This is an optimization exercise on Yosys and OpenROAD, whose aim is small area, not a production implementation.
At most, simulation tests tie the RTL to the original design; equivalence was not proved.
Only the layout flow was run in run 1; the RTL was not checked for function there.
The clock port is modelled as an ideal driver; clocking choices that lean on that would not hold on a real chip.
Power and IR drop assume default switching activity.

==> design/flow/design.v <==
`timescale 1ns/10ps
module ts_cnt(
  input i_clk, input i_rst,
  output en,         
  output en_tick,    
  output reg rf_debug
);
  localparam [9:0] S1000 = 10'b0101100100;
  localparam [9:0] S1001 = 10'b1011001000;
  reg [4:0] l;
  reg [9:0] u;
  assign en = &l;
  wire ld = en & ~i_rst;
  wire hd = ~en & ~i_rst;
  wire tk = (u == S1001);
  wire ldj = ld & ~tk;
  wire fb = ~(u[9] ^ u[6]);
  assign en_tick = en & tk;
  wire tick_rise = en & (u == S1000);
  always @(posedge i_clk) begin
    if (i_rst) l <= 5'd16;
    else l <= l + 5'd1;
  end
  always @(posedge i_clk) begin
    u[9:1] <= ({9{ldj}} & u[8:0]) | ({9{hd}} & u[9:1]);
    u[0] <= (ld & (fb | tk)) | (hd & u[0]);
  end
  always @(posedge i_clk) begin
    if (i_rst) rf_debug <= 1'b0;
    else if (tick_rise) rf_debug <= ~rf_debug;
  end
endmodule
module ts_deb(
  input i_clk, input i_rst, input en,
  input [4:0] b_in,
  output [4:0] pulse
);
  reg [4:0] s0, lv, a0, a1, a2;
  wire ld = en & ~i_rst;
  wire hd = ~en & ~i_rst;
  wire [4:0] ld5 = {5{ld}};
  wire [4:0] hd5 = {5{hd}};
  wire [4:0] lv_n = (s0 & b_in) | (lv & (s0 | b_in));    
  wire [4:0] rise = ~lv & s0 & b_in;
  wire [4:0] a0_n = rise | (a0 & ~(a1 & a2));
  always @(posedge i_clk) begin
    s0 <= (ld5 & b_in) | (hd5 & s0);
    lv <= (ld5 & lv_n) | (hd5 & lv);
    a2 <= (ld5 & a1) | (hd5 & a2);
    a1 <= (ld5 & a0) | (hd5 & a1);
    a0 <= (ld5 & a0_n) | (hd5 & a0);
  end
  assign pulse = a2 & ~a1;
endmodule
module ts_ctl(
  input i_clk, input i_rst, input en,
  input sw9, input btnC, input btnL, input btnR, input zall,
  output reg [2:0] state, output reg rf_mode, output reg [1:0] ds
);
  wire [2:0] st = state;
  wire mode = rf_mode, C = btnC, R = btnR, Z = zall;
  wire [2:0] ns;
  assign ns[0] = (st[0] & ~st[1] & ~st[2] & ~C & ~Z) | (st[0] & mode & ~C) | (~st[0] & ~st[1] & ~st[2] & C) | (~st[1] & ~st[2] & mode) | (~st[0] & mode & C) | (~st[0] & ~st[2] & mode) | (~st[0] & mode & R);
  assign ns[1] = (~st[0] & st[1] & ~C) | (~st[1] & ~st[2] & mode) | (st[0] & ~st[1] & ~st[2] & ~C & Z) | (~st[0] & mode & C) | (st[1] & mode & ~C & ~R);
  assign ns[2] = (st[2] & mode & ~C) | (st[0] & st[1] & mode & C) | (st[0] & st[1] & mode & R) | (st[0] & st[2] & mode);
  wire ld = en & ~i_rst;
  wire hd = ~en & ~i_rst;
  always @(posedge i_clk) begin
    state <= ({3{ld}} & ns) | ({3{hd}} & state);
    rf_mode <= (ld & sw9) | (hd & rf_mode);
  end
  always @(posedge i_clk) begin
    if (i_rst) ds <= 2'd0;
    else if (en) begin
      if (btnL) ds <= ds + 2'd1;
      else if (btnR) ds <= ds - 2'd1;
    end
  end
endmodule
module ts_dig(
  input i_clk, input i_rst, input en, input en_tick,
  input [2:0] state, input [1:0] ds, input btnU, input btnD, input leave,
  output reg [4:0] j0, output reg [2:0] j1, output reg [4:0] j2, output reg [4:0] j3,
  output reg blink,
  output zall
);
  localparam [8:0] B500 = 9'b001000011;
  wire z0 = ~j0[4] & ~j0[0];
  wire z1 = ~j1[2] & ~j1[0];
  wire z2 = ~j2[4] & ~j2[0];
  wire z3 = ~j3[4] & ~j3[0];
  wire m0 = j0[4] & ~j0[3];    
  wire m1 = j1[2] & ~j1[1];    
  wire m2 = j2[4] & ~j2[3];    
  assign zall = z0 & z1 & z2 & z3;
  wire st_set = (state == 3'd0);
  wire st_run = (state == 3'd1);
  wire st_done = (state == 3'd2);
  wire st_swr = (state == 3'd4);
  wire st_rst = (state == 3'd5);
  wire [3:0] dsel = 4'b0001 << ds;
  wire [3:0] up, dn;
  assign up[0] = (st_set & btnU & dsel[0]) | (st_swr & en_tick);
  assign up[1] = (st_set & btnU & dsel[1]) | (st_swr & en_tick & m0);
  assign up[2] = (st_set & btnU & dsel[2]) | (st_swr & en_tick & m0 & m1);
  assign up[3] = (st_set & btnU & dsel[3]) | (st_swr & en_tick & m0 & m1 & m2);
  assign dn[0] = (st_set & btnD & dsel[0]) | (st_run & en_tick);
  assign dn[1] = (st_set & btnD & dsel[1]) | (st_run & en_tick & z0);
  assign dn[2] = (st_set & btnD & dsel[2]) | (st_run & en_tick & z0 & z1);
  assign dn[3] = (st_set & btnD & dsel[3]) | (st_run & en_tick & z0 & z1 & z2);
  wire [8:0] bc = {j0[0], j3[3:0], j2[3:0]};
  wire term = (bc == B500);
  wire fb = ~(bc[8] ^ bc[4]);
  wire nr = ~i_rst;
  wire ldd = en & st_done & nr;
  wire sb = ldd & ~term & ~leave;    
  wire hd = ~en & nr;
  always @(posedge i_clk) blink <= (ldd & (blink ^ term)) | (hd & blink);
  wire clr = en & st_rst;
  wire [3:0] su = {4{en & nr}} & up;
  wire [3:0] sd = {4{en & nr}} & dn & ~up;
  wire [3:0] sh = {4{nr & ~clr}} & ~({4{en}} & (up | dn));
  wire shl0 = sh[0] & ~(en & st_done);
  wire shl2 = sh[2] & ~(en & st_done);
  wire shl3 = sh[3] & ~(en & st_done);
  wire sul2 = su[2] | sb;
  wire sul3 = su[3] | sb;
  always @(posedge i_clk) begin
    j0[4:1] <= ({4{su[0]}} & j0[3:0]) | ({4{sd[0]}} & {~j0[0], j0[4:2]}) | ({4{sh[0]}} & j0[4:1]);
    j0[0] <= (su[0] & ~j0[4]) | (sb & j3[3]) | (sd[0] & j0[1]) | (shl0 & j0[0]);
    j1 <= ({3{su[1]}} & {j1[1:0], ~j1[2]}) | ({3{sd[1]}} & {~j1[0], j1[2:1]}) | ({3{sh[1]}} & j1);
    j2[4] <= (su[2] & j2[3]) | (sd[2] & ~j2[0]) | (sh[2] & j2[4]);
    j2[3:1] <= ({3{sul2}} & j2[2:0]) | ({3{sd[2]}} & j2[4:2]) | ({3{shl2}} & j2[3:1]);
    j2[0] <= (su[2] & ~j2[4]) | (sb & fb) | (sd[2] & j2[1]) | (shl2 & j2[0]);
    j3[4] <= (su[3] & j3[3]) | (sd[3] & ~j3[0]) | (sh[3] & j3[4]);
    j3[3:1] <= ({3{sul3}} & j3[2:0]) | ({3{sd[3]}} & j3[4:2]) | ({3{shl3}} & j3[3:1]);
    j3[0] <= (su[3] & ~j3[4]) | (sb & j2[3]) | (sd[3] & j3[1]) | (shl3 & j3[0]);
  end
endmodule
module ts_disp(
  input i_clk, input i_rst, input en, input blink, input done,
  input [4:0] j0, input [2:0] j1, input [4:0] j2, input [4:0] j3, input [1:0] ds,
  output [6:0] o_seg_l, output [3:0] o_an_l, output o_dp_l, output [3:0] dval
);
  reg [1:0] ph, an;
  always @(posedge i_clk) begin
    if (i_rst) begin
      ph <= 2'd0; an <= 2'd0;
    end else if (en) begin
      if (ph == 2'd3) begin
        ph <= 2'd1; an <= an + 2'd1;
      end else ph <= ph + 2'd1;
    end
  end
  wire [4:0] j0m = {j0[4:1], j0[0] & ~done};
  wire [4:0] j2m = {j2[4], j2[3:0] & {4{~done}}};
  wire [4:0] j3m = {j3[4], j3[3:0] & {4{~done}}};
  wire [4:0] j1w = {j1[2] & ~j1[1], j1[2] & ~j1[0], j1[2], j1[1] | j1[2], j1[0] | j1[2]};
  reg [4:0] js, jv;
  always @(*) begin
    case (an)
      2'd0: js = j0m;
      2'd1: js = j1w;
      2'd2: js = j2m;
      default: js = j3m;
    endcase
    case (ds)
      2'd0: jv = j0m;
      2'd1: jv = j1w;
      2'd2: jv = j2m;
      default: jv = j3m;
    endcase
  end
  assign dval[0] = (~jv[3] & jv[4]) | (jv[0] & ~jv[1]) | (~jv[1] & jv[2]) | (jv[0] & jv[4]) | (jv[2] & ~jv[3]);
  assign dval[1] = (~jv[0] & jv[2]) | (jv[1] & ~jv[3]);
  assign dval[2] = jv[2] & jv[3];
  assign dval[3] = ~jv[2] & jv[4];
  wire [6:0] segl;
  assign segl[0] = (js[0] & ~js[1]) | (js[3] & ~js[4]);
  assign segl[1] = js[1] & js[4];
  assign segl[2] = js[1] & ~js[2];
  assign segl[3] = (js[0] & ~js[1]) | (~js[1] & js[2]) | (js[3] & ~js[4]);
  assign segl[4] = (~js[3] & js[4]) | (js[0] & ~js[1]) | (~js[1] & js[2]) | (js[0] & js[2]);
  assign segl[5] = (~js[1] & js[2]) | (js[0] & ~js[3]);
  assign segl[6] = (~js[1] & js[2]) | (~js[1] & ~js[4]);
  assign o_seg_l = segl | {7{blink}};
  assign o_an_l = ~(4'b0001 << an) | {4{blink}};
  assign o_dp_l = ~(an == 2'd2);
endmodule
module top(
  input             i_clk,    
  input             i_rst,    
  input             i_btnC,
  input             i_btnL,
  input             i_btnR,
  input             i_btnU,
  input             i_btnD,
  input [15:0]      i_sw,
  output [15:0]     o_led,
  output [6:0]      o_seg_l,
  output [3:0]      o_an_l,
  output            o_dp_l
);
  wire en, en_tick, rf_debug;
  ts_cnt u_cnt(.i_clk(i_clk), .i_rst(i_rst), .en(en), .en_tick(en_tick), .rf_debug(rf_debug));
  wire [4:0] p;
  ts_deb u_deb(.i_clk(i_clk), .i_rst(i_rst), .en(en),
    .b_in({i_btnD, i_btnU, i_btnR, i_btnL, i_btnC}), .pulse(p));
  wire [2:0] state;
  wire rf_mode;
  wire [1:0] ds;
  wire zall;
  ts_ctl u_ctl(.i_clk(i_clk), .i_rst(i_rst), .en(en), .sw9(i_sw[9]),
    .btnC(p[0]), .btnL(p[1]), .btnR(p[2]), .zall(zall),
    .state(state), .rf_mode(rf_mode), .ds(ds));
  wire blink;
  wire [4:0] d0, d2, d3;
  wire [2:0] d1;
  ts_dig u_dig(.i_clk(i_clk), .i_rst(i_rst), .en(en), .en_tick(en_tick),
    .state(state), .ds(ds), .btnU(p[3]), .btnD(p[4]), .leave(p[0] | rf_mode),
    .j0(d0), .j1(d1), .j2(d2), .j3(d3), .blink(blink), .zall(zall));
  wire [3:0] dval;
  ts_disp u_disp(.i_clk(i_clk), .i_rst(i_rst), .en(en), .blink(blink), .done(state == 3'd2),
    .j0(d0), .j1(d1), .j2(d2), .j3(d3), .ds(ds),
    .o_seg_l(o_seg_l), .o_an_l(o_an_l), .o_dp_l(o_dp_l), .dval(dval));
  assign o_led[0] = rf_debug;
  assign o_led[4:1] = 4'b0001 << ds;
  assign o_led[7:5] = state;
  assign o_led[8] = blink;
  assign o_led[9] = rf_mode;
  assign o_led[11:10] = 2'b00;
  assign o_led[15:12] = dval;
endmodule
==> design/flow/flow/run.sh <==
#!/bin/bash
# Own layout flow: the standard flow, with an area-oriented ABC mapping in
# synthesis, minimum-size port buffers and a lighter clock tree. Each tool's
# output is in flow_make.log and in ORFS's own logs under orfs/logs.
set -euo pipefail
W=$PWD
F=$W/flow

# Synthesis: the standard flow's own script, with Yosys's abc command replaced by one that
# maps the logic with each ABC script in flow/abc/ and keeps the smallest.
{
  echo "set abc_scripts {$(cd $F/abc && ls *.abc | tr '\n' ' ')}"
  echo "set abc_dir $F/abc"
  echo "set abc_tmp $W/abc_stat.txt"
  echo "source $F/abc_best.tcl"
  cat $W/synth_recipe.tcl
} > $W/own_synth.tcl

bash $W/standard.sh \
  SYNTH_SCRIPT=$W/own_synth.tcl ADDER_MAP_FILE= \
  BUFFER_PORTS_ARGS="-buffer_cell sky130_fd_sc_hd__buf_1" \
  CTS_ARGS="-sink_clustering_enable -repair_clock_nets -dont_use_dummy_load -buf_list sky130_fd_sc_hd__clkbuf_4" \
  POST_RESIZE_TCL=$F/post_resize.tcl \
  POST_CTS_TCL=$F/post_cts.tcl \
  finish > $W/flow_make.log 2>&1
==> design/flow/flow/abc/a2.abc <==
strash; &get -n; &st; &dch -f; &nf -R 1000 -p -F 8 -A 4; &put; topo
==> design/flow/flow/abc/a3.abc <==
strash; dc2; &get -n; &st; &dch -f; &nf -R 1000 -p; &put; topo
==> design/flow/flow/abc/a5.abc <==
strash; &get -n; &st; &dch -f; &nf -R 1000 -p -E 100; &put; topo
==> design/flow/flow/abc/a7.abc <==
strash; ifraig; &get -n; &st; &dch -f; &nf -R 1000 -p; &put; strash; &get -n; &st; &dch -f; &nf -R 1000 -p; &put; topo
==> design/flow/flow/abc/c01.abc <==
strash; &get -n; &st; &dch -f; &nf -R 1000 -p -E 100; &put; topo
==> design/flow/flow/abc/c02.abc <==
strash; &get -n; &st; &dch -f; &nf -R 1000 -p -E 50; &put; topo
==> design/flow/flow/abc/c03.abc <==
strash; &get -n; &st; &dch -f; &nf -R 1000 -p -E 200 -F 8 -A 4; &put; topo
==> design/flow/flow/abc/c04.abc <==
strash; ifraig; &get -n; &st; &dch -f; &nf -R 1000 -p -E 100; &put; strash; &get -n; &st; &dch -f; &nf -R 1000 -p -E 100; &put; topo
==> design/flow/flow/abc/c05.abc <==
strash; dc2; &get -n; &st; &dch -f; &nf -R 1000 -p -E 100; &put; topo
==> design/flow/flow/abc/c06.abc <==
strash; &get -n; &st; &dch; &nf -R 1000 -p -E 100; &put; topo
==> design/flow/flow/abc/c07.abc <==
strash; &get -n; &st; &dch -f; &nf -R 1000 -p -E 100 -Q 100; &put; topo
==> design/flow/flow/abc/c09.abc <==
strash; &get -n; &st; &dch -f; &nf -R 1000 -p -E 1000; &put; topo
==> design/flow/flow/abc/c10.abc <==
strash; dch -f; amap -m; topo
==> design/flow/flow/abc/s5.abc <==
strash; dch -f; amap; topo
==> design/flow/flow/abc/t6.abc <==
strash; &get -n; &st; &dch -f; &nf -R 1000 -a; &put; topo
==> design/flow/flow/abc_best.tcl <==
# Replaces Yosys's abc command inside the standard flow's synthesis script: map the logic
# with each ABC script in abc_scripts and keep the mapping with the smallest
# cell area. Only the combinational logic is remapped; registers are already
# mapped and keep their names and cells.
proc abc {args} {
  global abc_scripts abc_dir abc_tmp
  set i [lsearch -exact $args -script]
  set j [lsearch -exact $args -liberty]
  set lib [lindex $args [expr {$j + 1}]]
  yosys design -save abc_pre
  set best ""
  set best_area 1e30
  foreach s $abc_scripts {
    yosys design -load abc_pre
    set a [lreplace $args [expr {$i + 1}] [expr {$i + 1}] $abc_dir/$s]
    if {[catch {yosys abc {*}$a} err]} { puts "abc_best: $s failed"; continue }
    yosys tee -q -o $abc_tmp stat -liberty $lib
    set f [open $abc_tmp r]
    set txt [read $f]
    close $f
    regexp {Chip area for module[^:]*:\s*([0-9.]+)} $txt -> area
    puts "abc_best: $s area $area"
    if {$area < $best_area} { set best_area $area; set best $s }
  }
  puts "abc_best: using $best ($best_area)"
  yosys design -load abc_pre
  yosys abc {*}[lreplace $args [expr {$i + 1}] [expr {$i + 1}] $abc_dir/$best]
}
==> design/flow/flow/post_cts.tcl <==
# Runs after clock tree synthesis (POST_CTS_TCL). The tree is built from
# clkbuf_4 cells; the root is set to clkbuf_8, and each leaf buffer whose
# flip-flops see a clock slew above the target is upsized. Then the placement
# is legalized again.
set clk_slew_target 0.120
proc clk_sink_slew {inst} {
  set worst 0
  set onet [get_nets -of_objects [get_pins -of_objects $inst -filter "direction==output"]]
  foreach p [get_pins -of_objects $onet -filter "direction==input"] {
    set s [get_property $p slew_max]
    if {$s > $worst} { set worst $s }
  }
  return $worst
}
set root [get_cells clkbuf_0_*]
if {[get_property $root ref_name] eq "sky130_fd_sc_hd__clkbuf_4"} {
  replace_cell $root sky130_fd_sc_hd__clkbuf_8
}
set changed 1
while {$changed} {
  set changed 0
  estimate_parasitics -placement
  foreach inst [get_cells clkbuf_*] {
    if {$inst == $root} continue
    set worst [clk_sink_slew $inst]
    set m [get_property $inst ref_name]
    if {$worst > $clk_slew_target} {
      set nm [string map {clkbuf_2 clkbuf_4 clkbuf_4 clkbuf_8 clkbuf_8 clkbuf_16} $m]
      if {$nm ne $m} {
        replace_cell $inst $nm
        set changed 1
        puts "post_cts: [get_full_name $inst] $m -> $nm (load slew $worst)"
      }
    }
  }
}
detailed_placement
check_placement -verbose
estimate_parasitics -placement
==> design/flow/flow/post_resize.tcl <==
# Runs after the placement repair_design (POST_RESIZE_TCL): downsize each
# buffer that repair inserted to the smallest size that keeps the slew on its
# input and output nets under slew_cap (ns), with no max-slew or max-cap
# violation anywhere.
proc net_worst_slew {net} {
  set w 0
  foreach p [get_pins -of_objects $net] {
    set s [get_property $p slew_max]
    if {$s > $w} { set w $s }
  }
  return $w
}
proc buffer_ok {inst slew_cap} {
  if {[sta::max_slew_violation_count] != 0 || [sta::max_capacitance_violation_count] != 0} { return 0 }
  foreach p [get_pins -of_objects $inst] {
    set n [get_nets -of_objects $p]
    if {$n eq ""} continue
    if {[net_worst_slew $n] > $slew_cap} { return 0 }
  }
  return 1
}
proc shrink_repair_buffers {slew_cap} {
  set sizes {sky130_fd_sc_hd__buf_1 sky130_fd_sc_hd__buf_2 sky130_fd_sc_hd__buf_4 sky130_fd_sc_hd__buf_6 sky130_fd_sc_hd__buf_8 sky130_fd_sc_hd__buf_12 sky130_fd_sc_hd__buf_16}
  estimate_parasitics -placement
  foreach inst [get_cells -quiet {load_slew* place* max_cap* max_length* wire*}] {
    set orig [get_property $inst ref_name]
    if {[lsearch -exact $sizes $orig] < 0} continue
    foreach s $sizes {
      if {$s eq $orig} break
      replace_cell $inst $s
      estimate_parasitics -placement
      if {[buffer_ok $inst $slew_cap]} {
        puts "shrink: [get_full_name $inst] $orig -> $s"
        set orig ""
        break
      }
    }
    if {$orig ne ""} { replace_cell $inst $orig; estimate_parasitics -placement }
  }
}
shrink_repair_buffers 1.0
==> design/flow/standard.sh <==
#!/bin/bash
# synth_recipe.tcl (not shown) runs the flow's synth.tcl, then flattens the netlist and writes it again
# the make line also repeats each setting of config.mk as NAME=value (left out here)
make -C /OpenROAD-flow-scripts/flow DESIGN_CONFIG=/design/flow/config.mk WORK_HOME=/design/flow/orfs CLKGATE_MAP_FILE= SYNTH_SCRIPT=/design/flow/synth_recipe.tcl "${@:-finish}"
==> design/flow/config.mk <==
export PLATFORM = sky130hd
export DESIGN_NAME = top
export DESIGN_NICKNAME = top
export VERILOG_FILES = /design/flow/design.v
export SDC_FILE = /design/flow/constraint.sdc
export NUM_CORES = 4
export LEC_CHECK = 0
export CAP_MARGIN = 0
export CORE_MARGIN = 2
export CORE_UTILIZATION = 40
export SLEW_MARGIN = 0
==> design/flow/constraint.sdc <==
create_clock -name core_clock -period 10.0 [get_ports {i_clk}]
set_input_delay 2.0000 -clock core_clock [delete_from_list [all_inputs] [get_ports {i_clk}]]
set_output_delay 2.0000 -clock core_clock [all_outputs]
set_load 0.01 [all_outputs]
==> results of run 1 <==
[cells by family (layout without fill, tap and decap cells)]
| family | Yosys count | in the layout | share of synthesized area, % |
|---|---|---|---|
| AOI/OAI and AO/OA | 140 | 140 | 30.06 |
| and+or+nand+nor | 140 | 140 | 21.26 |
| DFF | 70 | 70 | 42.30 |
| buffers and inverters | 23 | 63 | 3.172 |
| xor gates and xnor gates | 4 | 4 | 1.058 |
| muxes | 3 | 3 | 2.039 |
| other | 1 | 2 | 0.1132 |
[layout by cell type, fill, tap and decap left out, drive strengths merged, types with 10 or more instances in the layout]
cell type,synthesis,routed
dfxtp,70,70
a21oi,27,27
o21ai,30,30
nand3,14,14
nor3,11,11
buf,5,36
nor2b,11,11
clkinv,18,18
nand2,33,33
a22o,27,27
nand2b,10,10
nor2,30,30
[through the flow]
step           util (%)  area, um^2  total power, mW  hold slack [ns]  instances
2_1_floorplan         -        3317           0.2917           0.4223        382
3_3_place_gp      43.79        3562           0.2960           0.4297        518
3_5_place_dp      43.70        3555           0.2959           0.4354        518
5_1_grt           44.61        3628           0.4403           0.4542        527
6_report          44.61        3628           0.4211           0.4375        527
[power by group through the flow]
stage	clock [mW]	combinational [mW]	sequential [mW]
final	0.132	0.00931	0.280
after global placement	0	0.00942	0.287
after floorplan	0	0.00520	0.286
after global routing	0.149	0.0105	0.280
after detailed placement	0	0.00932	0.287
[layout make-up]
type	count	area, um^2	area share [%]
multi-input combinational	289	1815	50.03
sequential	70	1401	38.62
timing repair buffer	36	138.9	3.828
tap	105	131.4	3.621
clock buffer	9	73.82	2.034
inverter	18	67.56	1.862
[registers in the layout, summed over array words and instances (netlist names)]
name	cells
u_deb.a0	5
u_deb.lv	5
u_deb.s0	5
u_dig.j2	5
u_ctl.state	3
u_cnt.rf_debug	1
u_dig.j3	5
u_ctl.rf_mode	1
u_cnt.l	5
u_disp.an	2
u_ctl.ds	2
u_deb.a2	5
u_dig.j0	5
u_dig.blink	1
u_dig.j1	3
u_cnt.u	10
u_deb.a1	5
u_disp.ph	2
[worst paths after layout]
check	from	end	slack (ns)	depth (start not counted)
min	u_deb.lv[3]$_DFF_P_	u_deb.a0[3]$_DFF_P_	0.44	1
max reg2reg	u_cnt.l[0]$_SDFF_PP0_	u_dig.j3[2]$_DFF_P_	6.58	12
min reg2reg	u_deb.lv[3]$_DFF_P_	u_deb.a0[3]$_DFF_P_	0.44	1
max	u_ctl.state[1]$_DFF_P_	o_seg_l[3]	5.27	11
[routing by layer]
| layer | vias up | wire (um) | GRT usage (%) |
|---|---|---|---|
| met5 | - | 0 | 0 |
| li1 | 1542 | - | - |
| met1 | 1473 | 3722 | 25.21 |
| met3 | 6 | 483 | 5.217 |
| met2 | 103 | 3780 | 30.02 |
| met4 | 0 | 76 | 5.314 |
==> results_dict.tcl, run 1 <==
set metrics [dict create \
    synthArstFlopShare_pct 0 \
    rsz0062_at_grt "no" \
    synth_edf_count 0 \
    synth_top_area_cell "dfxtp_1" \
    synth_ff_type "dfxtp_1" \
    grtUsageTotal_pct 18.87 \
    yosysSeqAreaShare_pct 42.30 \
    synth_top_area_share_pct 42.30 \
    n_antenna_cell 0 \
    netlist_instances 381 \
    ant_nets 0 \
    switching_share_pct 21.96 \
    synthTopCellsByArea "dfxtp_1 (42%), a22o_1 (7.1%), o21ai_0 (4.5%), a21oi_1 (4.1%), nand2_1 (3.7%)" \
    crit_path_max_fanout 15 \
    fin_worst_skew_ns 0.02405 \
    drt_wl_total_um 8061 \
    intPower_mw 0.3287 \
    synth.distinct_cells 48 \
    p_clk_share_pct 31.3 \
    synth_most_common_cell "dfxtp_1" \
    avgSynthCellArea_um2 8.696 \
    relSlewSlack_pct 57.28 \
    tightest_slew_ns 0.6390 \
    io_pins 51 \
    p_comb_share_pct 2.2 \
    wl_per_cell_um 15.30 \
    period_share_pct 47.33 \
    netlist_area_um2 3313 \
    first_pass_iters 5 \
    final.setup.worst_slack_ns 5.267 \
    slowest_delay_ns 0.61 \
    insertion_delay_ns 0.34 \
    clock-sinks 70 \
    vdd_drop_max_mv 0.06868 \
    tns_ns 0 \
    area_growth_pct 9.517 \
    setup_violations 0 \
    finalHoldViolCount 0 \
    fillers 809 \
    p_sw_mw 0.09249 \
    drt_iter0_markers 252 \
    io_buffers 33 \
    grt_remaining_overflow 0 \
    grt_pass1_vias 2714 \
    critPathArrivalTime_ns 2.73 \
    clock.fmax_ghz 0.2113 \
    powerDensity_nw_per_um2 116.1 \
    worst-setup-path-type "reg2out" \
    pre_cts_ws_ns 5.660 \
    drc 0 \
    die_area_um2 9027 \
    period_minus_slack_ns 4.733 \
    nets 447 \
    start_util_pct 40.73 \
    vias 3124 \
    die_y_um 95.01 \
    path_cells "clkinv_1, or3_1, a21oi_1, nor2_1, a31oi_1, a21oi_1, and2_0, nor2_1, o21ai_0, a21o_1, buf_1" \
    die_w_um 95.01 \
    tritoncts "built" \
    hp-class "reg2reg" \
    grt_max_degree 35 \
    slew_viol_final 0 \
    crit_path_start_kind "flop" \
    dp_hpwl_um 5549 \
    critPathCaptureType "primary output" \
    std_cell_rows 33 \
    critPathTopFamily "simple AND/OR/NAND/NOR gates" \
    globalplace.congestion 0.9087 \
    path_clk_slew_ns 0.10 \
    seqPwrFrac_pct 66.5 \
    routed_via_density 5.928 \
    layout-drive-gt1-share_pct 4.028 \
    antenna_found_initial 0 \
    ys_ff_latch 70 \
    drv_cap 0 \
    status "complete, no violations" \
    synth_warnings 5 \
    required_ns 8.00 \
    crit_buf_inv 2 \
    grt_pass1_wl_um 13180 \
    crit_slowest_cell "or3_1" \
    synthTopCellsByCount "dfxtp_1 (70), nand2_1 (33), nor2_1 (30), o21ai_0 (30)" \
    p_leak_nw 1.294 \
    coreArea_um2 8134 \
]
==> run 2, diff against run 1 <==
--- a/design/flow/design.v
+++ b/design/flow/design.v
@@ -101,11 +101,10 @@
   wire [3:0] dsel = 4'b0001 << ds;
-  wire [3:0] up, dn;
-  assign up[0] = (st_set & btnU & dsel[0]) | (st_swr & en_tick);
-  assign up[1] = (st_set & btnU & dsel[1]) | (st_swr & en_tick & m0);
-  assign up[2] = (st_set & btnU & dsel[2]) | (st_swr & en_tick & m0 & m1);
-  assign up[3] = (st_set & btnU & dsel[3]) | (st_swr & en_tick & m0 & m1 & m2);
-  assign dn[0] = (st_set & btnD & dsel[0]) | (st_run & en_tick);
-  assign dn[1] = (st_set & btnD & dsel[1]) | (st_run & en_tick & z0);
-  assign dn[2] = (st_set & btnD & dsel[2]) | (st_run & en_tick & z0 & z1);
-  assign dn[3] = (st_set & btnD & dsel[3]) | (st_run & en_tick & z0 & z1 & z2);
+  wire nr = ~i_rst;
+  wire e_set = en & nr & st_set;
+  wire e_u = e_set & btnU;
+  wire e_d = e_set & btnD & ~btnU;    
+  wire t_u = nr & st_swr & en_tick;
+  wire t_d = nr & st_run & en_tick;
+  wire [3:0] su = ({4{e_u}} & dsel) | ({4{t_u}} & {m0 & m1 & m2, m0 & m1, m0, 1'b1});
+  wire [3:0] sd = ({4{e_d}} & dsel) | ({4{t_d}} & {z0 & z1 & z2, z0 & z1, z0, 1'b1});
   wire [8:0] bc = {j0[0], j3[3:0], j2[3:0]};
@@ -113,3 +112,2 @@
   wire fb = ~(bc[8] ^ bc[4]);
-  wire nr = ~i_rst;
   wire ldd = en & st_done & nr;
@@ -118,6 +116,4 @@
   always @(posedge i_clk) blink <= (ldd & (blink ^ term)) | (hd & blink);
-  wire clr = en & st_rst;
-  wire [3:0] su = {4{en & nr}} & up;
-  wire [3:0] sd = {4{en & nr}} & dn & ~up;
-  wire [3:0] sh = {4{nr & ~clr}} & ~({4{en}} & (up | dn));
+  wire hold = nr & ~(en & st_rst);
+  wire [3:0] sh = {4{hold}} & ~(su | sd);
   wire shl0 = sh[0] & ~(en & st_done);
==> run 2 against run 1 <==
  * Critical path depth shrank 2
  * Critical endpoint unchanged
  * Sequential power about the same
  * Critical path type unchanged
  * Synthesized cell count up 3.1%
  * Worst hold slack improved by 0.0086 ns
  * Design area grew 0.10%
==> results_dict.tcl, run 2 <==
set metrics [dict create \
    synthArstFlopShare_pct 0 \
    crit_buf_inv 2 \
    antenna_found_initial 0 \
    vias 3173 \
    netlist_area_um2 3307 \
    synth.distinct_cells 48 \
    vdd_drop_max_mv 0.08620 \
    synth_edf_count 0 \
    synth_most_common_cell "dfxtp_1" \
    grt_pass1_wl_um 14200 \
    synth_ff_type "dfxtp_1" \
    synth_warnings 5 \
    finalPower_mw 0.4264 \
    rsz0062_at_grt "no" \
    grt_remaining_overflow 0 \
    io_pins 51 \
    grt_pass1_vias 2847 \
    path_clk_slew_ns 0.10 \
    drc 0 \
    synth_top_area_share_pct 42.38 \
    nets 460 \
    n_antenna_cell 0 \
    tritoncts "built" \
    die_y_um 94.93 \
    grt_max_degree 36 \
    largest_reg_flops 10 \
    coreArea_um2 8134 \
    critPathArrivalTime_ns 2.89 \
    yosysSeqAreaShare_pct 42.38 \
    drt_wl_total_um 8298 \
    critPathTopFamily "simple AND/OR/NAND/NOR gates" \
    ys_ff_latch 70 \
    final.setup.worst_slack_ns 5.112 \
    finish.utilization_pct 44.65 \
    drt_iter0_markers 209 \
    ant_nets 0 \
    start_util_pct 40.66 \
    clock-sinks 70 \
    synthTopCellsByCount "dfxtp_1 (70), nand2_1 (40), clkinv_1 (32)" \
    setup_violations 0 \
    fillers 831 \
    powerDensity_nw_per_um2 117.4 \
    tns_ns 0 \
    required_ns 8.00 \
    p_leak_nw 1.309 \
    hp-class "reg2reg" \
    mostFrequentLayoutCell "dfxtp_1" \
    layout_common_cells "dfxtp_1 (70), nand2_1 (40), buf_1 (34)" \
    top_register "u_cnt.u" \
    slowest_delay_ns 0.61 \
    path_cells "clkinv_1, or3_1, nand3_1, o311ai_0, a31oi_1, o21bai_1, a21o_1, or2_0, buf_1" \
    die_w_um 94.93 \
    netlist_instances 393 \
    avgSynthCellArea_um2 8.415 \
    dp_hpwl_um 5907 \
    routed_via_density 5.876 \
    first_pass_iters 7 \
    pre_cts_ws_ns 5.303 \
    std_cell_rows 33 \
    slew_viol_final 0 \
    synthTopCellsByArea "dfxtp_1 (42%), a22o_1 (5.8%), nand2_1 (4.5%), a222oi_1 (4.2%), a21oi_1 (3.8%)" \
    relSlewSlack_pct 33.54 \
    die_area_um2 9011 \
    crit_slowest_cell "or3_1" \
    period_minus_slack_ns 4.888 \
    status "complete, no violations" \
    finalHoldViolCount 0 \
    fin_worst_skew_ns 0.02988 \
    globalplace.congestion 0.9221 \
    crit_path_start_kind "flop" \
    clock.fmax_ghz 0.2046 \
    grtUsageTotal_pct 20.03 \
    wl_per_cell_um 15.37 \
    layout-drive-gt1-share_pct 3.218 \
    synth_top_area_cell "dfxtp_1" \
    tightest_slew_ns 0.9718 \
    drv_cap 0 \
    critPathCaptureType "primary output" \
    area_growth_pct 9.837 \
    worst-setup-path-type "reg2out" \
    insertion_delay_ns 0.35 \
    crit_path_max_fanout 14 \
    period_share_pct 48.88 \
    io_buffers 33 \
]
-- run 2: final timing paths --
| path | to | slack, ns | cells after the start | startpoint |
|---|---|---|---|---|
| setup / recovery | o_seg_l[3] | 5.11 | 9 | u_ctl.state[1]$_DFF_P_ |
| hold / removal | u_deb.a0[0]$_DFF_P_ | 0.45 | 1 | u_deb.lv[0]$_DFF_P_ |
| setup reg to reg | u_dig.j0[2]$_DFF_P_ | 6.54 | 9 | u_cnt.l[0]$_SDFF_PP0_ |
| hold reg to reg | u_deb.a0[0]$_DFF_P_ | 0.45 | 1 | u_deb.lv[0]$_DFF_P_ |
-- run 2: logic make-up (layout without fill, tap and decap cells) --
group	after synthesis	in the layout	synth area share, %
and+or+nand+nor	149	149	22.29
DFF	70	70	42.38
other	1	2	0.1134
xor gates and xnor gates	7	7	1.854
buffers and inverters	37	78	4.768
AOI/OAI and AO/OA	129	129	28.60
-- run 2: layout make-up --
cell class	count	area, um^2	area share [%]
Multi-Input combinational cell	287	1757	48.36
Sequential cell	70	1401	38.58
Timing Repair Buffer	37	142.6	3.927
Tap cell	105	131.4	3.617
Inverter	32	120.1	3.307
Clock buffer	9	80.08	2.205
-- run 2: stage by stage --
step / instances / hold slack [ns] / cell area [um^2]
global route: 540 / 0.4648 / 3632
detailed placement: 531 / 0.4459 / 3552
global placement: 531 / 0.4355 / 3563
finish: 540 / 0.4460 / 3632
floorplan: 394 / 0.4293 / 3311
-- run 2: per-layer routing --
| metal | part of all wire [%] | global-route usage [%] | up-vias |
|---|---|---|---|
| met3 | 5.4 | 4.709 | 10 |
| met2 | 45 | 31.62 | 83 |
| li1 | - | - | 1575 |
| met5 | 0 | 0 | - |
| met4 | 1.1 | 6.159 | 0 |
| met1 | 48 | 27.13 | 1505 |
-- run 2: report_power, final --
| group | total, mW | switching (mW) | internal, mW | leakage (nW) |
|---|---|---|---|---|
| clock network | 0.136 | 0.0856 | 0.0509 | 0.0466 |
| logic | 0.00963 | 0.00698 | 0.00265 | 0.698 |
| registers | 0.280 | 0.000786 | 0.280 | 0.564 |
==> run 3, diff against run 2 <==
--- a/design/flow/design.v
+++ b/design/flow/design.v
@@ -7,4 +7,4 @@
 );
-  localparam [9:0] S1000 = 10'b0101100100;
-  localparam [9:0] S1001 = 10'b1011001000;
+  localparam [9:0] S1000 = 10'b0010000001;
+  localparam [9:0] S1001 = 10'b0100000011;
   reg [4:0] l;
@@ -16,3 +16,3 @@
   wire ldj = ld & ~tk;
-  wire fb = ~(u[9] ^ u[6]);
+  wire fb = ~(u[9] ^ u[2]);
   assign en_tick = en & tk;
==> run 3 against run 2 <==
  * Register-to-register slack worse by 0.11 ns
  * First-iteration DRC count fell by 5.7%
  * Die area down 1.2%
  * Global-route usage shrank 1.5 points
  * Critical path type unchanged
  * Largest cell class unchanged
  * Largest power group unchanged
==> results_dict.tcl, run 3 <==
set metrics [dict create \
    layout_common_cells "dfxtp_1 (70), buf_1 (33), a22o_1 (30)" \
    r2r_slack_ns 6.43 \
    first_pass_iters 5 \
    fin_worst_skew_ns 0.03054 \
    antenna_found_initial 0 \
    layout-drive-gt1-share_pct 3.883 \
    synthTopCellsByCount "dfxtp_1 (70), a22o_1 (30), nand2_1 (29)" \
    std_cell_rows 32 \
    io_buffers 33 \
    rsz0062_at_grt "no" \
    grtUsageMet2_pct 29.82 \
    mostFrequentLayoutCell "dfxtp_1" \
    n_antenna_cell 0 \
    synth_top_area_cell "dfxtp_1" \
    period_share_pct 49.27 \
    grt_pass1_wl_um 13100 \
    avgSynthCellArea_um2 8.806 \
    final_area_um2 3585 \
    yosysSeqAreaShare_pct 42.90 \
    clock.fmax_ghz 0.2030 \
    finalHoldViolCount 0 \
    clock-sinks 70 \
    ys_ff_latch 70 \
    start_util_pct 41.84 \
    r2r_end "u_dig.j3[3]$_DFF_P_" \
    dp.cells 505 \
    synthTopCellsByArea "dfxtp_1 (43%), a22o_1 (8.0%), o21ai_0 (3.5%), a222oi_1 (3.4%), nand2_1 (3.3%)" \
    p_leak_nw 1.280 \
    largest_reg_flops 10 \
    top_register "u_cnt.u" \
    wl_per_cell_um 15.18 \
    synth.distinct_cells 46 \
    netlist_area_um2 3267 \
    finalNonFillerCells 514 \
    drt_iter0_markers 197 \
    die_y_um 94.37 \
    timing.rr.start "u_cnt.l[0]$_SDFF_PP0_" \
    status "complete, no violations" \
    slew_viol_final 0 \
    path_clk_slew_ns 0.10 \
    grt_pass1_vias 2702 \
    holdPathStages 1 \
    die_w_um 94.37 \
    final.setup.worst_slack_ns 5.073 \
    finish.utilization_pct 45.91 \
    insertion_delay_ns 0.34 \
    synthArstFlopShare_pct 0 \
    vias 3013 \
    routed_via_density 5.862 \
    area_growth_pct 9.728 \
    dpl_cell_area_um2 3505 \
    drv_cap 0 \
    period_minus_slack_ns 4.927 \
    r2r_cells 10 \
    globalplace.congestion 0.8907 \
    hp-class "reg2reg" \
    synth_most_common_cell "dfxtp_1" \
    grt_max_degree 31 \
    coreArea_um2 7807 \
    setup_violations 0 \
    synth_ff_type "dfxtp_1" \
    grt_busiest_layer "met2" \
    netlist_instances 371 \
    crit_start "u_ctl.state[0]$_DFF_P_" \
    crit_path_max_fanout 18 \
    critPathArrivalTime_ns 2.93 \
    nets 437 \
    die_area_um2 8906 \
    grtUsageTotal_pct 18.50 \
    met3_usage_pct 4.230 \
    grt_remaining_overflow 0 \
    pre_cts_ws_ns 5.219 \
    synth_top_area_share_pct 42.90 \
    drc 0 \
    tritoncts "built" \
    critical_path.endpoint "o_seg_l[3]" \
    tns_ns 0 \
    dp_hpwl_um 5318 \
    fillers 795 \
    io_pins 51 \
    use_met1_pct 24.70 \
    worst-setup-path-type "reg2out" \
    required_ns 8.00 \
    tightest_slew_ns 0.8912 \
    synth_warnings 5 \
    crit_path_start_kind "flop" \
    relSlewSlack_pct 40.13 \
    powerDensity_nw_per_um2 118.6 \
    synth_edf_count 0 \
    ant_nets 0 \
    critPathCaptureType "primary output" \
    vdd_drop_max_mv 0.07130 \
    drt_wl_total_um 7802 \
]
[run 3: power by group]
part           total, mW  leakage (nW)  switching (mW)  internal, mW
clock              0.135        0.0466          0.0842        0.0509
sequential         0.280         0.564        0.000734         0.279
combinational    0.00996         0.669         0.00705       0.00291
[run 3: how the worst min path moves through the flow]
stage,to,from,slack [ns]
after floorplan,u_deb.a0[0]$_DFF_P_,u_deb.lv[0]$_DFF_P_,0.42
after global placement,u_deb.a0[0]$_DFF_P_,u_deb.lv[0]$_DFF_P_,0.43
after detailed placement,u_deb.a0[1]$_DFF_P_,u_deb.lv[1]$_DFF_P_,0.44
after global routing,u_deb.a0[0]$_DFF_P_,u_deb.lv[0]$_DFF_P_,0.47
final,u_deb.a0[0]$_DFF_P_,u_deb.lv[0]$_DFF_P_,0.45
[run 3: final cells by class]
class	count	area (um^2)	share of cell area, %
multi-input combinational	275	1754	48.94
sequential	70	1401	39.09
timing repair buffer	36	138.9	3.874
tap	102	127.6	3.560
inverter	22	82.58	2.304
clock buffer	9	80.08	2.234
[run 3: stage by stage]
| step | hold WS (ns) | total power [mW] |
|---|---|---|
| finish | 0.4521 | 0.4251 |
| global route | 0.4670 | 0.4412 |
| floorplan | 0.4223 | 0.2921 |
| detailed placement | 0.4415 | 0.2966 |
| global placement | 0.4268 | 0.2967 |
[run 3: worst max-delay path, cell delays in order (launching register included)]
cell	delay, ns
dfxtp_1	0.60
or3_1	0.54
nand2_1	0.16
mux4_2	0.56
nor2b_1	0.16
a211o_1	0.28
a21o_1	0.16
buf_1	0.12
[run 3: cell families after synthesis]
kind of cell	after synthesis	synth area share [%]
buffers and inverters	27	3.677
AOI/OAI and AO/OA	130	29.61
DFF	70	42.90
xor gates and xnor gates	5	1.341
other	1	0.1148
muxes	2	1.379
and+or+nand+nor	136	20.99
[run 3: layer usage]
layer  vias to the layer above  wire, um
li1                       1508         -
met1                      1434      3796
met2                        63      3635
met3                         8       292
met4                         0        77
met5                         -         0
==> run 4, diff against run 3 <==
--- a/design/flow/design.v
+++ b/design/flow/design.v
@@ -82,3 +82,3 @@
   input [2:0] state, input [1:0] ds, input btnU, input btnD, input leave,
-  output reg [4:0] j0, output reg [2:0] j1, output reg [4:0] j2, output reg [4:0] j3,
+  output reg [3:0] j0, output reg [2:0] j1, output reg [3:0] j2, output reg [3:0] j3,
   output reg blink,
@@ -87,10 +87,16 @@
   localparam [8:0] B500 = 9'b001000011;
-  wire z0 = ~j0[4] & ~j0[0];
+  wire z0 = ~j0[0] & ~j0[1] & ~j0[3];
   wire z1 = ~j1[2] & ~j1[0];
-  wire z2 = ~j2[4] & ~j2[0];
-  wire z3 = ~j3[4] & ~j3[0];
-  wire m0 = j0[4] & ~j0[3];    
-  wire m1 = j1[2] & ~j1[1];    
-  wire m2 = j2[4] & ~j2[3];    
+  wire z2 = ~j2[0] & ~j2[1] & ~j2[3];
+  wire z3 = ~j3[0] & ~j3[1] & ~j3[3];
+  wire m0 = ~j0[1] & ~j0[2] & j0[3];    
+  wire m1 = j1[2] & ~j1[1];             
+  wire m2 = ~j2[1] & ~j2[2] & j2[3];    
   assign zall = z0 & z1 & z2 & z3;
+  wire f0 = (~j0[2] & ~j0[3]) | (j0[0] & ~j0[1]) | (~j0[0] & j0[1] & j0[3]);
+  wire f2 = (~j2[2] & ~j2[3]) | (j2[0] & ~j2[1]) | (~j2[0] & j2[1] & j2[3]);
+  wire f3 = (~j3[2] & ~j3[3]) | (j3[0] & ~j3[1]) | (~j3[0] & j3[1] & j3[3]);
+  wire g0 = (~j0[0] & ~j0[3]) | (~j0[2] & j0[3]) | (j0[0] & j0[3]);
+  wire g2 = (~j2[0] & ~j2[3]) | (~j2[2] & j2[3]) | (j2[0] & j2[3]);
+  wire g3 = (~j3[0] & ~j3[3]) | (~j3[2] & j3[3]) | (j3[0] & j3[3]);
   wire st_set = (state == 3'd0);
@@ -109,3 +115,3 @@
   wire [3:0] sd = ({4{e_d}} & dsel) | ({4{t_d}} & {z0 & z1 & z2, z0 & z1, z0, 1'b1});
-  wire [8:0] bc = {j0[0], j3[3:0], j2[3:0]};
+  wire [8:0] bc = {j0[2:0], j3[2:0], j2[2:0]};
   wire term = (bc == B500);
@@ -121,2 +127,3 @@
   wire shl3 = sh[3] & ~(en & st_done);
+  wire sul0 = su[0] | sb;
   wire sul2 = su[2] | sb;
@@ -124,11 +131,12 @@
   always @(posedge i_clk) begin
-    j0[4:1] <= ({4{su[0]}} & j0[3:0]) | ({4{sd[0]}} & {~j0[0], j0[4:2]}) | ({4{sh[0]}} & j0[4:1]);
-    j0[0] <= (su[0] & ~j0[4]) | (sb & j3[3]) | (sd[0] & j0[1]) | (shl0 & j0[0]);
+    j0[3] <= (su[0] & j0[2]) | (sd[0] & g0) | (sh[0] & j0[3]);
+    j0[2:1] <= ({2{sul0}} & j0[1:0]) | ({2{sd[0]}} & j0[3:2]) | ({2{shl0}} & j0[2:1]);
+    j0[0] <= (su[0] & f0) | (sb & j3[2]) | (sd[0] & j0[1]) | (shl0 & j0[0]);
     j1 <= ({3{su[1]}} & {j1[1:0], ~j1[2]}) | ({3{sd[1]}} & {~j1[0], j1[2:1]}) | ({3{sh[1]}} & j1);
-    j2[4] <= (su[2] & j2[3]) | (sd[2] & ~j2[0]) | (sh[2] & j2[4]);
-    j2[3:1] <= ({3{sul2}} & j2[2:0]) | ({3{sd[2]}} & j2[4:2]) | ({3{shl2}} & j2[3:1]);
-    j2[0] <= (su[2] & ~j2[4]) | (sb & fb) | (sd[2] & j2[1]) | (shl2 & j2[0]);
-    j3[4] <= (su[3] & j3[3]) | (sd[3] & ~j3[0]) | (sh[3] & j3[4]);
-    j3[3:1] <= ({3{sul3}} & j3[2:0]) | ({3{sd[3]}} & j3[4:2]) | ({3{shl3}} & j3[3:1]);
-    j3[0] <= (su[3] & ~j3[4]) | (sb & j2[3]) | (sd[3] & j3[1]) | (shl3 & j3[0]);
+    j2[3] <= (su[2] & j2[2]) | (sd[2] & g2) | (sh[2] & j2[3]);
+    j2[2:1] <= ({2{sul2}} & j2[1:0]) | ({2{sd[2]}} & j2[3:2]) | ({2{shl2}} & j2[2:1]);
+    j2[0] <= (su[2] & f2) | (sb & fb) | (sd[2] & j2[1]) | (shl2 & j2[0]);
+    j3[3] <= (su[3] & j3[2]) | (sd[3] & g3) | (sh[3] & j3[3]);
+    j3[2:1] <= ({2{sul3}} & j3[1:0]) | ({2{sd[3]}} & j3[3:2]) | ({2{shl3}} & j3[2:1]);
+    j3[0] <= (su[3] & f3) | (sb & j2[2]) | (sd[3] & j3[1]) | (shl3 & j3[0]);
   end
@@ -137,3 +145,3 @@
   input i_clk, input i_rst, input en, input blink, input done,
-  input [4:0] j0, input [2:0] j1, input [4:0] j2, input [4:0] j3, input [1:0] ds,
+  input [3:0] j0, input [2:0] j1, input [3:0] j2, input [3:0] j3, input [1:0] ds,
   output [6:0] o_seg_l, output [3:0] o_an_l, output o_dp_l, output [3:0] dval
@@ -150,7 +158,7 @@
   end
-  wire [4:0] j0m = {j0[4:1], j0[0] & ~done};
-  wire [4:0] j2m = {j2[4], j2[3:0] & {4{~done}}};
-  wire [4:0] j3m = {j3[4], j3[3:0] & {4{~done}}};
-  wire [4:0] j1w = {j1[2] & ~j1[1], j1[2] & ~j1[0], j1[2], j1[1] | j1[2], j1[0] | j1[2]};
-  reg [4:0] js, jv;
+  wire [3:0] j0m = {j0[3], j0[2:0] & {3{~done}}};
+  wire [3:0] j2m = {j2[3], j2[2:0] & {3{~done}}};
+  wire [3:0] j3m = {j3[3], j3[2:0] & {3{~done}}};
+  wire [3:0] j1w = {j1[2] & ~j1[0], j1[2], j1[1], j1[0] | (j1[2] & ~j1[1])};
+  reg [3:0] js, jv;
   always @(*) begin
@@ -169,14 +177,14 @@
   end
-  assign dval[0] = (~jv[3] & jv[4]) | (jv[0] & ~jv[1]) | (~jv[1] & jv[2]) | (jv[0] & jv[4]) | (jv[2] & ~jv[3]);
-  assign dval[1] = (~jv[0] & jv[2]) | (jv[1] & ~jv[3]);
-  assign dval[2] = jv[2] & jv[3];
-  assign dval[3] = ~jv[2] & jv[4];
+  assign dval[0] = (jv[0] & ~jv[1]) | (jv[2] & ~jv[3]) | (~jv[1] & ~jv[2] & jv[3]);
+  assign dval[1] = (jv[0] & jv[1]) | (jv[2] & ~jv[3]);
+  assign dval[2] = (jv[1] & jv[3]) | (~jv[0] & jv[1]) | (jv[0] & jv[3]);
+  assign dval[3] = ~jv[0] & ~jv[1] & jv[3];
   wire [6:0] segl;
-  assign segl[0] = (js[0] & ~js[1]) | (js[3] & ~js[4]);
-  assign segl[1] = js[1] & js[4];
-  assign segl[2] = js[1] & ~js[2];
-  assign segl[3] = (js[0] & ~js[1]) | (~js[1] & js[2]) | (js[3] & ~js[4]);
-  assign segl[4] = (~js[3] & js[4]) | (js[0] & ~js[1]) | (~js[1] & js[2]) | (js[0] & js[2]);
-  assign segl[5] = (~js[1] & js[2]) | (js[0] & ~js[3]);
-  assign segl[6] = (~js[1] & js[2]) | (~js[1] & ~js[4]);
+  assign segl[0] = (~js[0] & js[1] & js[3]) | (js[0] & ~js[1] & ~js[3]);
+  assign segl[1] = js[0] & js[3];
+  assign segl[2] = js[1] & ~js[2] & ~js[3];
+  assign segl[3] = (~js[0] & js[1]) | (js[0] & ~js[1] & ~js[3]);
+  assign segl[4] = (js[0] & ~js[1]) | (js[1] & js[2]) | (~js[1] & ~js[2] & js[3]);
+  assign segl[5] = (js[0] & ~js[3]) | (js[2] & ~js[3]);
+  assign segl[6] = (~js[0] & ~js[3]) | (~js[1] & ~js[3]);
   assign o_seg_l = segl | {7{blink}};
@@ -212,3 +220,3 @@
   wire blink;
-  wire [4:0] d0, d2, d3;
+  wire [3:0] d0, d2, d3;
   wire [2:0] d1;
==> run 4 against run 3 <==
  * Clock power barely moved
  * Global-route usage rose by 0.53 points
  * Final cell count rose by 3.7%
  * First-iteration DRC count fell by 27%
  * Critical path type unchanged
  * Critical endpoint is now o_seg_l[4]
==> results_dict.tcl, run 4 <==
set metrics [dict create \
    n_antenna_cell 0 \
    tightest_slew_ns 0.8046 \
    antenna_found_initial 0 \
    holdPathStages 2 \
    globalplace.congestion 0.8501 \
    crit_path_start_kind "flop" \
    rsz0062_at_grt "no" \
    die_area_um2 8687 \
    period_share_pct 46.21 \
    worst-setup-path-type "reg2out" \
    synthTopCellsByCount "dfxtp_1 (67), nand2_1 (51), nor2_1 (34)" \
    io_pins 51 \
    grt_remaining_overflow 0 \
    slew_viol_final 0 \
    synth_ff_type "dfxtp_1" \
    grt_pass1_vias 2751 \
    critPathTopFamily "compound AO/OA/AOI/OAI gates" \
    path_cells "or3b_1, a32o_1, a21oi_1, o21ai_0, o21ai_0, nor2_1, o21ai_0, buf_1" \
    die_y_um 93.21 \
    path_clk_slew_ns 0.09 \
    top_register "u_cnt.u" \
    netlist_area_um2 3183 \
    r2r_cells 8 \
    synthTopCellsByArea "dfxtp_1 (42%), a22o_1 (8.0%), nand2_1 (6.0%), o21ai_0 (4.9%), nor2_1 (4.0%)" \
    fin_worst_skew_ns 0.03450 \
    std_cell_rows 32 \
    period_minus_slack_ns 4.621 \
    dp_hpwl_um 5249 \
    synthArstFlopShare_pct 0 \
    io_buffers 33 \
    crit_path_max_fanout 16 \
    yosysSeqAreaShare_pct 42.14 \
    critPathArrivalTime_ns 2.62 \
    synth_top_area_cell "dfxtp_1" \
    synth.distinct_cells 44 \
    grt_max_degree 31 \
    powerDensity_nw_per_um2 119.6 \
    die_w_um 93.21 \
    pre_cts_ws_ns 5.775 \
    ys_ff_latch 67 \
    largest_reg_flops 10 \
    avgSynthCellArea_um2 8.183 \
    clock-sinks 67 \
    first_pass_iters 4 \
    clock.fmax_ghz 0.2164 \
    drt_wl_total_um 7662 \
    hp-class "reg2reg" \
    vdd_drop_max_mv 0.08008 \
    start_util_pct 41.19 \
    vias 3075 \
    layout-drive-gt1-share_pct 3.248 \
    slowest_delay_ns 0.66 \
    crit_buf_inv 1 \
    tns_ns 0 \
    relSlewSlack_pct 46.36 \
    synth_top_area_share_pct 42.14 \
    drc 0 \
    tritoncts "built" \
    setup_violations 0 \
    drv_cap 0 \
    grtUsageTotal_pct 19.03 \
    drt_iter0_markers 144 \
    path_depth 8 \
    crit_path_frequent_cell "o21ai_0" \
    routed_via_density 5.769 \
    synth_most_common_cell "dfxtp_1" \
    finalHoldViolCount 0 \
    layout_common_cells "dfxtp_1 (67), nand2_1 (51), buf_1 (34)" \
    p_leak_nw 1.279 \
    required_ns 8.00 \
    critPathCaptureType "primary output" \
    coreArea_um2 7727 \
    grt_pass1_wl_um 13160 \
    crit_slowest_cell "or3b_1" \
    netlist_instances 389 \
    area_growth_pct 10.10 \
    wl_per_cell_um 14.38 \
    holdWs_ns 0.4546 \
    ant_nets 0 \
    status "complete, no violations" \
    insertion_delay_ns 0.35 \
    final.setup.worst_slack_ns 5.379 \
    mostFrequentLayoutCell "dfxtp_1" \
    synth_warnings 5 \
    synth_edf_count 0 \
    nets 456 \
]
run 4: changes by cell type in the layout (fill, tap and decap cells not counted), moves of 5 or more:
cell / delta
clkinv_1: -12
o21ai_0: +8
nand2_1: +22
nor2_1: +6
a222oi_1: -8
a221o_1: -5
nand3_1: +9
a21oi_1: +5
a31oi_1: -6
o22ai_1: +9
run 4: per-layer routing:
layer	GRT usage, %	share of wire [%]	vias to the layer above
met5	0	0	-
met4	7.353	1.9	0
met3	6.366	5.3	16
met2	28.74	45	82
met1	25.13	48	1431
li1	-	-	1546
run 4: report_power, final:
part / switching, mW / leakage (nW) / total [mW] / internal, mW
registers: 0.00175 / 0.540 / 0.270 / 0.268
clock network: 0.0832 / 0.0466 / 0.134 / 0.0508
logic: 0.0106 / 0.693 / 0.0155 / 0.00487
total: 0.0956 / 1.28 / 0.419 / 0.324
run 4: cells by family after synthesis:
family	Yosys count	share of synthesized area, %
buf+inv	15	2.359
compound gates	126	27.04
simple gates	174	26.69
other cells	1	0.1178
xor+xnor	6	1.651
flops	67	42.14
run 4: final timing paths:
check             slack, ns                    end                    from
setup / recovery       5.38             o_seg_l[4]  u_ctl.state[0]$_DFF_P_
hold / removal         0.45  u_cnt.l[4]$_SDFF_PP1_   u_cnt.l[4]$_SDFF_PP1_
setup reg to reg       7.04    u_dig.j0[3]$_DFF_P_   u_cnt.l[0]$_SDFF_PP0_
hold reg to reg        0.45  u_cnt.l[4]$_SDFF_PP1_   u_cnt.l[4]$_SDFF_PP1_
run 4: cell type report:
type                            instances  area [um^2]
Tap cell                              102        127.6
Multi-Input combinational cell        308         1775
Inverter                               10        37.54
Timing Repair Buffer                   37        142.6
Sequential cell                        67         1341
Fill cell                             785         4223
Clock buffer                            9        80.08
run 4: stage by stage:
| step | std cells | area (um^2) | total power, mW | utilization [%] |
|---|---|---|---|---|
| 3_5_place_dp | 524 | 3425 | 0.2914 | 44.32 |
| 5_1_grt | 533 | 3505 | 0.4387 | 45.35 |
| 2_1_floorplan | 390 | 3187 | 0.2853 | - |
| 6_report | 533 | 3505 | 0.4193 | 45.35 |
| 3_3_place_gp | 524 | 3436 | 0.2916 | 44.46 |
run 4: worst register-to-register path: stages (launching register included):
cell and delay, ns:
dfxtp_1 0.39, and3_1 0.26, nand3_1 0.09, buf_1 0.35
nor4b_1 0.44, nand3_1 0.27, o31ai_1 0.64, nor4b_1 0.13
a221o_1 0.28
==> run 5, diff against run 4 <==
==> design/flow/flow/post_cts.tcl (replaced) <==
# Runs after clock tree synthesis (POST_CTS_TCL). Each leaf clock buffer is
# sized to the smallest clkbuf whose flip-flops see a clock slew at most the
# target (the root keeps the size CTS gave it, unless a leaf cannot meet the
# target); then the placement is legalized again.
set clk_slew_target 0.120
set clk_sizes {sky130_fd_sc_hd__clkbuf_2 sky130_fd_sc_hd__clkbuf_4 sky130_fd_sc_hd__clkbuf_8 sky130_fd_sc_hd__clkbuf_16}
proc clk_sink_slew {inst} {
  set worst 0
  set onet [get_nets -of_objects [get_pins -of_objects $inst -filter "direction==output"]]
  foreach p [get_pins -of_objects $onet -filter "direction==input"] {
    set s [get_property $p slew_max]
    if {$s > $worst} { set worst $s }
  }
  return $worst
}
proc clk_size_leaves {} {
  global clk_slew_target clk_sizes
  set root [get_cells clkbuf_0_*]
  set ok 1
  foreach inst [get_cells clkbuf_*] {
    if {$inst == $root} continue
    set done 0
    foreach s $clk_sizes {
      replace_cell $inst $s
      estimate_parasitics -placement
      set w [clk_sink_slew $inst]
      if {$w <= $clk_slew_target} { set done 1; break }
    }
    puts "post_cts: [get_full_name $inst] -> $s (clock slew $w)"
    if {!$done} { set ok 0 }
  }
  return $ok
}
if {![clk_size_leaves]} {
  replace_cell [get_cells clkbuf_0_*] sky130_fd_sc_hd__clkbuf_16
  puts "post_cts: root -> clkbuf_16"
  clk_size_leaves
}
detailed_placement
check_placement -verbose
estimate_parasitics -placement
==> run 5 against run 4 <==
  * The flow now stops in 4_1_cts
  * Synthesized cell count is the same
  * Area after synthesis did not move
==> results_dict.tcl, run 5 <==
set metrics [dict create \
    clock-sinks 67 \
    synth_warnings 5 \
    synthArstFlopShare_pct 0 \
    status "aborted with a tool error" \
    tool.error "Error: cts.tcl, 90 can't read \"clk_sizes\": no such variable" \
    synth_top_family_by_area "compound AO/OA/AOI/OAI gates" \
    synthMuxAreaShare_pct 0 \
    yosys.area_share.simple_pct 26.69 \
    synthAdderAreaFrac_pct 0 \
    start_util_pct 41.19 \
    lastStage "4_1_cts" \
    synth_edf_count 0 \
    die_w_um 93.21 \
    synthTopCellsByArea "dfxtp_1 (42%), a22o_1 (8.0%), nand2_1 (6.0%), o21ai_0 (4.9%), nor2_1 (4.0%)" \
    synth_compound_area_share_pct 27.04 \
    io_pins 51 \
    yosysSeqAreaShare_pct 42.14 \
    die_y_um 93.21 \
    globalplace.congestion 0.8501 \
    avgSynthCellArea_um2 8.183 \
    synth_top_area_cell "dfxtp_1" \
    dpl_cell_area_um2 3425 \
    netlist_area_um2 3183 \
    synth_xor_area_share_pct 1.651 \
    io_buffers 33 \
    netlist_instances 389 \
    synth_most_common_cell "dfxtp_1" \
    synth.distinct_cells 44 \
    synth_top_area_share_pct 42.14 \
    dp_hpwl_um 5249 \
    synthTopCellsByCount "dfxtp_1 (67), nand2_1 (51), nor2_1 (34)" \
    std_cell_rows 32 \
    ys_ff_latch 67 \
    synth_ff_type "dfxtp_1" \
]
## run 5: worst max path at each step
stage	startpoint	to	slack (ns)	depth (start not counted)
3_5_place_dp	u_ctl.state[0]$_DFF_P_	o_seg_l[4]	5.77	8
3_3_place_gp	u_ctl.state[0]$_DFF_P_	o_seg_l[4]	5.81	8
2_1_floorplan	i_rst	u_dig.j2[3]$_DFF_P_	5.74	6
## run 5: kinds of logic after synthesis
| family | count (synthesis) |
|---|---|
| AOI/OAI and AO/OA | 126 |
| other | 1 |
| and+or+nand+nor | 174 |
| xor gates and xnor gates | 6 |
| buffers and inverters | 15 |
| DFF | 67 |
## run 5: power groups by stage
stage          Sequential (mW)  Clock (mW)  Combinational [mW]
3_5_place_dp             0.276           0              0.0155
3_3_place_gp             0.276           0              0.0158
2_1_floorplan            0.276           0             0.00977
## run 5: through the flow
stage	cells	setup WS, ns
2_1_floorplan	390	5.744
3_3_place_gp	524	5.809
3_5_place_dp	524	5.775
==> run 6, diff against run 5 <==
--- a/design/flow/flow/post_cts.tcl
+++ b/design/flow/flow/post_cts.tcl
@@ -4,4 +4,2 @@
 # target); then the placement is legalized again.
-set clk_slew_target 0.120
-set clk_sizes {sky130_fd_sc_hd__clkbuf_2 sky130_fd_sc_hd__clkbuf_4 sky130_fd_sc_hd__clkbuf_8 sky130_fd_sc_hd__clkbuf_16}
 proc clk_sink_slew {inst} {
@@ -15,4 +13,4 @@
 }
-proc clk_size_leaves {} {
-  global clk_slew_target clk_sizes
+# (This file is sourced inside a procedure, so the settings are arguments.)
+proc clk_size_leaves {clk_slew_target clk_sizes} {
   set root [get_cells clkbuf_0_*]
@@ -33,6 +31,7 @@
 }
-if {![clk_size_leaves]} {
+set sizes {sky130_fd_sc_hd__clkbuf_2 sky130_fd_sc_hd__clkbuf_4 sky130_fd_sc_hd__clkbuf_8 sky130_fd_sc_hd__clkbuf_16}
+if {![clk_size_leaves 0.120 $sizes]} {
   replace_cell [get_cells clkbuf_0_*] sky130_fd_sc_hd__clkbuf_16
   puts "post_cts: root -> clkbuf_16"
-  clk_size_leaves
+  clk_size_leaves 0.120 $sizes
 }
--- a/design/flow/config.mk
+++ b/design/flow/config.mk
@@ -9,3 +9,3 @@
 export CORE_MARGIN = 2
-export CORE_UTILIZATION = 40
+export CORE_UTILIZATION = 55
 export SLEW_MARGIN = 0
==> run 6 against run 5 <==
  * Now clean on timing, DRC and antenna
  * Area after synthesis unchanged
  * Synthesized cell count unchanged
==> results_dict.tcl, run 6 <==
set metrics [dict create \
    wl_per_cell_um 14.84 \
    critPathTopFamily "simple AND/OR/NAND/NOR gates" \
    fin_worst_skew_ns 0.03740 \
    layout_common_cells "dfxtp_1 (67), nand2_1 (51), buf_1 (35)" \
    critPathArrivalTime_ns 4.89 \
    drc 0 \
    synth_ff_type "dfxtp_1" \
    synth_xor_area_share_pct 1.651 \
    yosys.area_share.simple_pct 26.69 \
    n_antenna_cell 0 \
    crit_path_max_fanout 27 \
    crit_buf_inv 3 \
    io_buffers 33 \
    path_depth 9 \
    die_y_um 80.08 \
    largest_reg_flops 10 \
    tritoncts "built" \
    vdd_drop_max_mv 0.08543 \
    yosysSeqAreaShare_pct 42.14 \
    die_w_um 80.08 \
    crit_slowest_cell "buf_1" \
    path_cells "buf_1, buf_2, nor2_2, buf_1, and4b_1, nand3_1, o22ai_1, nor3_1, a221o_1" \
    crit_path_frequent_cell "buf_1" \
    hp-class "reg2reg" \
    worst-setup-path-type "in2reg" \
    synth_warnings 5 \
    grt_remaining_overflow 0 \
    dp_hpwl_um 5166 \
    vias 3044 \
    drv_cap 0 \
    synth_top_area_share_pct 42.14 \
    synthArstFlopShare_pct 0 \
    nets 456 \
    ant_nets 0 \
    setup_violations 0 \
    grtUsageTotal_pct 24.75 \
    area_growth_pct 8.451 \
    required_ns 10.25 \
    ys_ff_latch 67 \
    relSlewSlack_pct 33.96 \
    netlist_area_um2 3183 \
    finalHoldViolCount 0 \
    p_leak_nw 1.271 \
    synth_compound_area_share_pct 27.04 \
    holdWs_ns 0.4562 \
    netlist_instances 389 \
    first_pass_iters 4 \
    clock-sinks 67 \
    slew_viol_final 0 \
    grt_pass1_vias 2715 \
    clock.fmax_ghz 0.2156 \
    start_util_pct 57.45 \
    holdPathStages 1 \
    synth_most_common_cell "dfxtp_1" \
    globalplace.congestion 0.9174 \
    slowest_delay_ns 0.67 \
    avgSynthCellArea_um2 8.183 \
    powerDensity_nw_per_um2 117.1 \
    period_share_pct 46.39 \
    fillers 541 \
    synth.distinct_cells 44 \
    io_pins 51 \
    grt_pass1_wl_um 12690 \
    synthTopCellsByCount "dfxtp_1 (67), nand2_1 (51), nor2_1 (34)" \
    path_clk_slew_ns 0.10 \
    routed_via_density 6.052 \
    synthAdderAreaFrac_pct 0 \
    synthTopCellsByArea "dfxtp_1 (42%), a22o_1 (8.0%), nand2_1 (6.0%), o21ai_0 (4.9%), nor2_1 (4.0%)" \
    crit_path_start_kind "input port" \
    std_cell_rows 27 \
    tightest_slew_ns 0.9831 \
    antenna_found_initial 0 \
    synthMuxAreaShare_pct 0 \
    layout-drive-gt1-share_pct 3.016 \
    synth_edf_count 0 \
    coreArea_um2 5540 \
    r2r_cells 10 \
    synth_top_area_cell "dfxtp_1" \
    tns_ns 0 \
    die_area_um2 6412 \
    period_minus_slack_ns 4.639 \
    finalPower_mw 0.4044 \
    drt_wl_total_um 7466 \
    grt_max_degree 28 \
    insertion_delay_ns 0.39 \
    critPathCaptureType "flop" \
    status "complete, no violations" \
    drt_iter0_markers 280 \
    top_register "u_cnt.u" \
    synth_top_family_by_area "compound AO/OA/AOI/OAI gates" \
    rsz0062_at_grt "no" \
    mostFrequentLayoutCell "dfxtp_1" \
]
-- run 6: cell counts after synthesis --
Identical to the previous run, type by type.
-- run 6: report_power, final --
group          total (mW)  switching, mW  internal [mW]
combinational      0.0153         0.0104        0.00487
sequential          0.270        0.00174          0.268
clock               0.119         0.0791         0.0402
total               0.404         0.0913          0.313
-- run 6: worst register-to-register path, cell delays in order (launching register included) --
cell     delay [ns]
dfxtp_1        0.39
and3_1         0.26
nand3_1        0.10
buf_1          0.36
nor2_2         0.60
buf_1          0.67
and4b_1        0.37
nand3_1        0.14
o22ai_1        0.41
nor3_1         0.11
a221o_1        0.30
-- run 6: per-layer routing --
layer / wire length (um) / track usage [%] / vias up
li1: - / - / 1552
met1: 3484 / 35.28 / 1412
met2: 3492 / 37.58 / 73
met3: 409 / 3.708 / 7
met4: 80 / 9.661 / 0
met5: 0 / 0 / -
-- run 6: final cells by class --
type,instances,area (um^2),area share [%]
sequential,67,1341,38.85
inverter,10,37.54,1.087
clock buffer,9,66.31,1.921
tap,72,90.09,2.610
timing repair buffer,37,141.4,4.096
multi-input combinational,308,1775,51.43
-- run 6: kinds of logic (layout without fill, tap and decap cells) --
logic type	Yosys count	in the layout
xor gates and xnor gates	6	6
AOI/OAI and AO/OA	126	126
other	1	2
DFF	67	67
buffers and inverters	15	56
and+or+nand+nor	174	174
-- run 6: metrics by stage --
step / setup WS, ns / util (%) / cell area, um^2 / cells
global route: 5.097 / 62.31 / 3452 / 503
floorplan: 5.744 / - / 3187 / 390
detailed placement: 5.015 / 61.11 / 3386 / 494
finish: 5.361 / 62.31 / 3452 / 503
global placement: 5.501 / 61.34 / 3398 / 494
-- run 6: final timing paths --
path                                from                           to  slack, ns
max                                i_rst          u_dig.j2[3]$_DFF_P_       5.36
min          u_cnt.rf_debug$_SDFFE_PP0P_  u_cnt.rf_debug$_SDFFE_PP0P_       0.46
max reg2reg        u_cnt.l[0]$_SDFF_PP0_          u_dig.j2[3]$_DFF_P_       6.17
min reg2reg  u_cnt.rf_debug$_SDFFE_PP0P_  u_cnt.rf_debug$_SDFFE_PP0P_       0.46

afterwards: timing with drivers on the ports:
Ports are ideal in the flow. The routed layouts listed here were re-timed in OpenROAD. Step 1 sets driving cells, clkbuf_16 on the clock port and buf_2 on the other inputs (assumed; they add their load-dependent delay and slew). Step 2 adds t to the input delays and takes it off the output delays; t is the mean of the earliest and latest rising clock arrival at the registers after step 1. Input paths then give back, and output paths get back, about the clock's delay inside the block. a / b / c = ideal / step 1 / step 2; a / b = the first two.
| run | t, ns | setup slack, ns | clock arrival spread, ns | slew at the worst register clock pin (ns) | worst data-port slew with drivers (ns) |
|---|---|---|---|---|---|
| run 1 | 0.361 | 5.267 / 5.235 / 5.596 | 0.024 / 0.024 | 0.10 / 0.10 | 0.03 |
| run 2 | 0.360 | 5.112 / 5.083 / 5.267 | 0.036 / 0.036 | 0.11 / 0.11 | 0.03 |
| run 3 | 0.356 | 5.073 / 5.045 / 5.189 | 0.030 / 0.031 | 0.11 / 0.11 | 0.03 |
| run 4 | 0.362 | 5.379 / 5.349 / 5.711 | 0.034 / 0.034 | 0.11 / 0.11 | 0.04 |
| run 6 | 0.398 | 5.361 / 5.336 / 4.972 | 0.037 / 0.037 | 0.11 / 0.11 | 0.03 |
After both steps setup and hold are still met in every run listed. The setup slack of run 6, which loses most, moves by -0.025 ns with the drivers and by -0.389 ns with both steps.
